What follows belongs to an exercise in optimizing a design on an open flow for small area, a short achievable clock period and few clock cycles per item; a production flow would make more cautious choices. Only simulation tests tie the RTL to the original design; equivalence was not proved.

==> inputs of 08-27 <==
Design idct_top, start of the top module:
module idct_top (
    input clk,
    input rst,
    input in_valid,
    input signed [15:0] F_in,
    output in_ready,
    output reg [7:0] idct_out,
    output reg out_valid
);
==> module idct_top, before the edit <==
module idct_top (
    input clk,
    input rst,
    input in_valid,
    input signed [15:0] F_in,
    output in_ready,
    output reg [7:0] idct_out,
    output reg out_valid
);
    reg rdy, iv, t63;
    reg signed [15:0] fd;
    reg [2:0] idx;                       
    reg [5:0] cnt;
    reg [6:0] age;
    assign in_ready = rdy;
    wire take = in_valid & rdy;
    wire [5:0] cnt_n = take ? cnt + 6'd1 : cnt;
    wire [6:0] age_n = (take && cnt == 6'd63) ? 7'd1 : (age == 7'd127 ? age : age + 7'd1);
    wire next_last = take ? (cnt == 6'd62) : (cnt == 6'd63);
    wire last_ok = (age == 7'd63) || (age >= 7'd113);
    always @(posedge clk or posedge rst) begin
        if (rst) begin
            rdy <= 1'b0;
            iv  <= 1'b0;
            t63 <= 1'b0;
            cnt <= 6'd0;
            age <= 7'd127;
        end else begin
            rdy <= ~(next_last && !last_ok);
            iv  <= take;
            t63 <= take && cnt == 6'd63;
            cnt <= cnt_n;
            age <= age_n;
        end
    end
    always @(posedge clk) begin
        fd  <= take ? F_in : 16'sd0;
        idx <= cnt[2:0];
    end
    wire rdone;
    wire [8*24-1:0] racc;
    mac_unit #(.AW(24)) row_mac (
        .clk(clk), .rst(rst), .in_v(iv), .k(idx), .x(fd),
        .done(rdone), .acc_flat(racc)
    );
    reg [127:0] gsr;
    reg g_act, gwm;
    reg [2:0] gsc, gsu, rowc;
    integer i;
    always @(posedge clk) begin
        if (rdone) begin
            for (i = 0; i < 8; i = i + 1)
                gsr[16*i +: 16] <= racc[24*i + 8 +: 16];
        end else
            gsr <= gsr >> 16;
    end
    always @(posedge clk or posedge rst) begin
        if (rst) begin
            g_act <= 1'b0;
            gwm   <= 1'b0;
            gsc   <= 3'd0;
            gsu   <= 3'd0;
            rowc  <= 3'd0;
        end else begin
            if (g_act && gsc == 3'd7 && gsu == 3'd7) gwm <= ~gwm;
            if (rdone) begin
                g_act <= 1'b1;
                gsc   <= 3'd0;
                gsu   <= rowc;
                rowc  <= rowc + 3'd1;
            end else if (g_act) begin
                gsc <= gsc + 3'd1;
                if (gsc == 3'd7) g_act <= 1'b0;
            end
        end
    end
    wire r_act;
    wire [5:0] rc;
    reg grm;
    wire [15:0] gdata;
    idct_fsm rseq (.clk(clk), .rst(rst), .start(t63), .busy(r_act), .cnt(rc));
    row_buffer #(.W(16)) gbuf (
        .clk(clk),
        .write_enable(g_act),
        .wr_index(gwm ? {gsc, gsu} : {gsu, gsc}),
        .data_in(gsr[15:0]),
        .rd_index(ra),
        .data_out(gdata)
    );
    reg [5:0] ra;
    reg [2:0] rak;
    reg rav;
    reg signed [15:0] gr;
    reg [2:0] gk;
    reg gv;
    always @(posedge clk or posedge rst) begin
        if (rst) begin
            grm <= 1'b0;
            rav <= 1'b0;
            gv  <= 1'b0;
        end else begin
            if (t63) grm <= gwm;
            rav <= r_act;
            gv  <= rav;
        end
    end
    always @(posedge clk) begin
        ra  <= grm ? {rc[5:3], rc[2:0]} : {rc[2:0], rc[5:3]};
        rak <= rc[2:0];
        gr  <= gdata;
        gk  <= rak;
    end
    wire cdone;
    wire [8*27-1:0] cacc;
    mac_unit #(.AW(27)) col_mac (
        .clk(clk), .rst(rst), .in_v(gv), .k(gk), .x(gr),
        .done(cdone), .acc_flat(cacc)
    );
    wire [63:0] pix;
    genvar g;
    generate
        for (g = 0; g < 8; g = g + 1) begin : sc
            output_scaler os (.idct_value(cacc[27*g +: 27]), .pixel_out(pix[8*g +: 8]));
        end
    endgenerate
    reg [63:0] psr;
    reg [2:0] colc;
    always @(posedge clk) begin
        if (cdone) psr <= pix;
        else       psr <= psr >> 8;
    end
    reg [5:0] pc;
    reg pend, o_act;
    wire load0 = cdone && colc == 3'd0;
    wire [5:0] pc2 = pc - 6'd7;
    wire [5:0] pc3 = pc - 6'd21;
    wire [7:0] q1, q2, q3;
    perm_stage #(.W(8), .A(3), .B(0)) ps1 (.clk(clk), .pos(pc),  .din(psr[7:0]), .dout(q1));
    perm_stage #(.W(8), .A(4), .B(1)) ps2 (.clk(clk), .pos(pc2), .din(q1),       .dout(q2));
    perm_stage #(.W(8), .A(5), .B(2)) ps3 (.clk(clk), .pos(pc3), .din(q2),       .dout(q3));
    always @(posedge clk or posedge rst) begin
        if (rst) begin
            colc      <= 3'd0;
            pc        <= 6'd0;
            pend      <= 1'b0;
            o_act     <= 1'b0;
            out_valid <= 1'b0;
        end else begin
            if (cdone) colc <= colc + 3'd1;
            pc <= load0 ? 6'd0 : pc + 6'd1;
            if (pc == 6'd48) o_act <= pend;
            if (load0) pend <= 1'b1;
            else if (pc == 6'd48) pend <= 1'b0;
            out_valid <= o_act;
        end
    end
    always @(posedge clk) idct_out <= q3;
endmodule
clock: 12.0 ns
lec_check: 0
cap_margin: 20
core_margin: 2
core_utilization: 55
cts_cluster_diameter: 60
cts_cluster_size: 24
place_density: 0.75
slew_margin: 20
tns_end_percent: 20
standard.sh (not shown) runs the stock make flow with config.mk's settings and CLKGATE_MAP_FILE= SYNTH_SCRIPT=/design/flow/synth_recipe.tcl, a recipe that flattens the netlist after the stock synthesis.
==> flow/flow/run.sh <==
#!/bin/bash
# The standard layout (the standard.sh: standard synthesis, floorplan, place, CTS, route),
# with ORFS's timing repair asked for setup slack of at least SETUP_MARGIN ns against the
# 12 ns clock, so that it sizes and buffers the design for a shorter achieved period.
# The clock, the I/O delays and every other constraint are the standard flow's own.
set -euo pipefail
SETUP_MARGIN=8.7
bash standard.sh SETUP_SLACK_MARGIN=$SETUP_MARGIN finish > standard.log 2>&1
==> inputs of 07-13, as changes to 08-27 <==
--- a/flow/design.v
+++ b/flow/design.v
@@ -264,10 +264,7 @@
         .wr_index(gwm ? {gsc, gsu} : {gsu, gsc}),
         .data_in(gsr[15:0]),
-        .rd_index(ra),
+        .rd_index(grm ? {rc[5:3], rc[2:0]} : {rc[2:0], rc[5:3]}),
         .data_out(gdata)
     );
-    reg [5:0] ra;
-    reg [2:0] rak;
-    reg rav;
     reg signed [15:0] gr;
     reg [2:0] gk;
@@ -276,17 +273,13 @@
         if (rst) begin
             grm <= 1'b0;
-            rav <= 1'b0;
             gv  <= 1'b0;
         end else begin
             if (t63) grm <= gwm;
-            rav <= r_act;
-            gv  <= rav;
+            gv <= r_act;
         end
     end
     always @(posedge clk) begin
-        ra  <= grm ? {rc[5:3], rc[2:0]} : {rc[2:0], rc[5:3]};
-        rak <= rc[2:0];
-        gr  <= gdata;
-        gk  <= rak;
+        gr <= gdata;
+        gk <= rc[2:0];
     end
     wire cdone;
==> flow/run.sh (new file) <==
#!/bin/bash
# synth_recipe.tcl (not shown) runs the flow's synth.tcl, then flattens the netlist and writes it again
# the make line also repeats each setting of config.mk as NAME=value (left out here)
make -C /OpenROAD-flow-scripts/flow DESIGN_CONFIG=/design/flow/config.mk WORK_HOME=/design/flow/orfs CLKGATE_MAP_FILE= SYNTH_SCRIPT=/design/flow/synth_recipe.tcl finish
TNS_END_PERCENT = default   (was 20)
removed: flow/flow/run.sh
removed: flow/standard.sh
==> comparison table <==
Outcome: 07-13 complete, no violations; 08-27 complete, no violations
Smallest setup slack after layout: 07-13 7190 ps; 08-27 8120 ps
Fraction of area in multi-input gates: 07-13 44.9%; 08-27 45.4%
Die outline width: 07-13 481 um; 08-27 483 um
Total routed wire length on the met1 layer: 07-13 144000 um; 08-27 148000 um
Dpl cell area: 07-13 0.129 mm^2; 08-27 0.130 mm^2
Fraction of area in registers: 07-13 45.7%; 08-27 44.0%
Worst reg2reg path depth: 07-13 9; 08-27 19
Initial core utilization: 07-13 55.2%; 08-27 55.4%
Via count of the first global-routing pass: 07-13 87.1k; 08-27 89.1k
Sequential cell count: 07-13 2558; 08-27 2568
Clock insertion delay at the later pin of the skew report: 07-13 880 ps; 08-27 900 ps
Total instance count after detailed placement: 07-13 14.1k; 08-27 14.0k
Setup slack of the worst register-to-register path: 07-13 7190 ps; 08-27 8160 ps
Post-synthesis xor/xnor area fraction: 07-13 7.43%; 08-27 7.07%
Post-synthesis simple-gate area fraction: 07-13 9.06%; 08-27 8.91%
Worst path arrival time: 07-13 5620 ps; 08-27 1480 ps
Final cell count without fillers: 07-13 14.4k; 08-27 14.6k
TritonCTS Sinks: 07-13 2558; 08-27 2568
Total of fill cells in the finished design: 07-13 17.8k; 08-27 17.1k
Testbench counts of 08-27, summed over its fixed seeds: cycles 7,168, blocks 96.
Testbench counts of 07-13, summed over its fixed seeds: cycles 7,160, blocks 96.

-- afterwards: timing with drivers on the ports --
The flow's constraints put no driver on any port. The routed layouts listed below were extracted and timed again, unchanged, in two steps.
Step 1 (the two cells are an assumption about what drives the block):
set clk [get_ports {clk}]
set_driving_cell -lib_cell sky130_fd_sc_hd__clkbuf_16 $clk
set_driving_cell -lib_cell sky130_fd_sc_hd__buf_2 [delete_from_list [all_inputs] $clk]
Step 2 moves the port delays by t, midway between the first and last clock arrival at a register: inputs arrive t later, outputs are due t later. That takes back most of the time a late clock gives input paths.
Three values: no drivers, after step 1, after step 2; two values: the first two.
run | t (ns) | slack for setup (ns) | worst setup path after step 2 | latest minus earliest clock arrival (ns) | slew at the worst register clock pin (ns)
08-27 | 0.953 | 8.116 / 8.028 / 7.610 | input to register | 0.091 / 0.091 | 0.11 / 0.11
07-13 | 0.933 | 7.186 / 7.186 / 7.186 | register to register | 0.087 / 0.088 | 0.10 / 0.10
After both steps every run listed still meets setup and hold. For 08-27, which loses most, drivers alone change the setup slack by -0.088 ns; drivers and shift together by -0.506 ns.
